This is an optimization exercise on Yosys and OpenROAD, whose aim is small area, a short achievable clock period and few clock cycles, not a production implementation. No activity file was given, so power comes from the tool's default toggle rates.

## P
==> flow/design.v <==
module SME(clk,reset,chardata,isstring,ispattern,valid,match,match_index);
input clk;
input reset;
input [7:0] chardata;
input isstring;
input ispattern;
output match;
output [4:0] match_index;
output valid;
localparam N = 33;
reg [7:0] ring [0:N-1];
reg [N-1:0] vld;
reg [N-1:0] d;
reg [5:0] p;           
reg [3:0] m;           
reg [4:0] pm;          
reg str_r, pat_r;
reg valid_r, match_r;
reg [4:0] idx_r;
wire first = ~pat_r;
wire newstr = isstring & ~str_r;
wire is_beg = (chardata == 8'h5E);
wire is_end = (chardata == 8'h24);
wire is_any = (chardata == 8'h2E);
wire [7:0] cc = (is_beg | is_end) ? 8'h20 : chardata;
integer i;
always @(posedge clk) begin
    ring[0] <= isstring ? chardata : ring[N-1];
    for (i = 1; i < N; i = i + 1)
        ring[i] <= ring[i-1];
    vld[0] <= isstring | (vld[N-1] & ~newstr);
    for (i = 1; i < N; i = i + 1)
        vld[i] <= vld[i-1] & ~newstr;
end
reg [N-1:0] eq, vb, ve, d_next;
always @(*) begin
    for (i = 0; i < N; i = i + 1) begin
        eq[i] = is_any | (ring[i] == cc);
        vb[i] = ~vld[i] & vld[(i+N-1)%N];    
        ve[i] = ~vld[i] & vld[(i+1)%N];      
    end
    for (i = 0; i < N; i = i + 1)
        d_next[(i+1)%N] = ((eq[i] & vld[i]) | (first & is_beg & vb[i]) | (is_end & ve[i]))
                          & (first | d[(i+1)%N]);
end
always @(posedge clk) d <= d_next;
reg [5:0] p_next;
reg [3:0] m_next;
always @(*) begin
    p_next = newstr ? 6'd0 : (p == N-1) ? 6'd0 : p + 6'd1;
    m_next = m;
    if (ispattern)
        m_next = first ? {3'd0, ~is_beg} : m + 4'd1;
end
always @(posedge clk) begin
    p <= p_next;
    m <= m_next;
    pm <= p_next[4:0] - {1'b0, m_next} + 5'd1;
end
always @(posedge clk or posedge reset) begin
    if (reset) begin
        str_r <= 1'b0;
        pat_r <= 1'b0;
        valid_r <= 1'b0;
    end else begin
        str_r <= isstring;
        pat_r <= ispattern;
        valid_r <= pat_r & ~ispattern;
    end
end
reg [N-1:0] lo;
reg [5:0] jl, jd;
always @(*) begin
    for (i = 0; i < N; i = i + 1)
        lo[i] = d[i] & (i <= p);
    jl = 6'd0;
    jd = 6'd0;
    for (i = 0; i < N; i = i + 1) begin
        if (lo[i]) jl = i;
        if (d[i]) jd = i;
    end
end
wire [4:0] idx_lo = pm - jl[4:0];
wire [4:0] idx_wr = pm - jd[4:0] + 5'd1;
always @(posedge clk) begin
    match_r <= |d;
    idx_r <= (|lo) ? idx_lo : idx_wr;
end
assign valid = valid_r;
assign match = match_r;
assign match_index = idx_r;
endmodule
clock: 6.5 ns
lec_check: 0
abc_area: 1
cap_margin: 20
core_margin: 2
core_utilization: 60
setup_slack_margin: 4.0
slew_margin: 20
run.sh (not shown) runs the stock make flow with config.mk's settings and CLKGATE_MAP_FILE= SYNTH_SCRIPT=/design/flow/synth_recipe.tcl, a recipe that flattens the netlist after the stock synthesis.
Edits applied to the flow inputs when going from P to Q:
--- a/flow/design.v
+++ b/flow/design.v
@@ -13,8 +13,10 @@
 reg [N-1:0] d;
 reg [5:0] p;           
 reg [3:0] m;           
 reg [4:0] pm;          
+reg [4:0] pm1;         
+reg [N-1:0] le;        
 reg str_r, pat_r;
 reg valid_r, match_r;
 reg [4:0] idx_r;
 wire first = ~pat_r;
@@ -55,8 +57,11 @@
 always @(posedge clk) begin
     p <= p_next;
     m <= m_next;
     pm <= p_next[4:0] - {1'b0, m_next} + 5'd1;
+    pm1 <= p_next[4:0] - {1'b0, m_next} + 5'd2;
+    for (i = 0; i < N; i = i + 1)
+        le[i] <= (i <= p_next);
 end
 always @(posedge clk or posedge reset) begin
     if (reset) begin
         str_r <= 1'b0;
@@ -71,18 +76,18 @@
 reg [N-1:0] lo;
 reg [5:0] jl, jd;
 always @(*) begin
     for (i = 0; i < N; i = i + 1)
-        lo[i] = d[i] & (i <= p);
+        lo[i] = d[i] & le[i];
     jl = 6'd0;
     jd = 6'd0;
     for (i = 0; i < N; i = i + 1) begin
         if (lo[i]) jl = i;
         if (d[i]) jd = i;
     end
 end
 wire [4:0] idx_lo = pm - jl[4:0];
-wire [4:0] idx_wr = pm - jd[4:0] + 5'd1;
+wire [4:0] idx_wr = pm1 - jd[4:0];
 always @(posedge clk) begin
     match_r <= |d;
     idx_r <= (|lo) ? idx_lo : idx_wr;
 end
[summary]
P → Q: internal power of the cells shows an increase of 560 uW, total of fill cells in the finished design shows an increase of 279, total power of the final layout shows an increase of about 10%, final standard cell utilization of the core shows a reduction of 1.7 points.
In the tables for P and Q, first-pass GRT wire length reads lower with Q.
Note that the peak supply drop recorded for Q amounts to 0.56 times the value seen in P.
For the clock share of power, Q came in 1.8 points higher than P did.
Logic gate share of total power, P and Q, higher one = P.
| clock period minus worst slack | higher: P |
| number of buffers and inverters on the critical path | lower: Q |
Q: flip-flop and latch count higher than P
[compare] base=P new=Q: via count decreased by 7.1% relative to the old numbers; total of clock buffers placed in the layout decreased by 5 relative to the old numbers.
P has lower compound-gate portion of the synthesized area than Q.
No run of this note included a check of the RTL's function; only the layout flow was run.

re-timing with driven ports:
Ports are ideal in the flow. The routed layouts listed here were re-timed in OpenROAD.
Step 1: set_driving_cell puts a clkbuf_16 on clk and a buf_2 on each other input, an assumption about the parent block.
Step 2 adds t to the input delays and takes it off the output delays; t is the mean of the earliest and latest rising clock arrival at the registers after step 1. Input paths then give back, and output paths get back, about the clock's delay inside the block.
Three values: no drivers, after step 1, after step 2; two values: the first two.
run	shift t [ns]	slack for setup (ns)	worst hold slack (ns)	worst setup path after step 2	pins driven straight from the clock port
P	0.581	2.805 / 2.805 / 2.578	0.357 / 0.357 / 0.357	input to register	1
Q	0.580	3.099 / 3.099 / 2.840	0.357 / 0.357 / 0.357	input to register	1
After both steps setup and hold are still met in every run listed. For Q, which loses most, drivers alone change the setup slack by 0.000 ns; drivers and shift together by -0.259 ns.
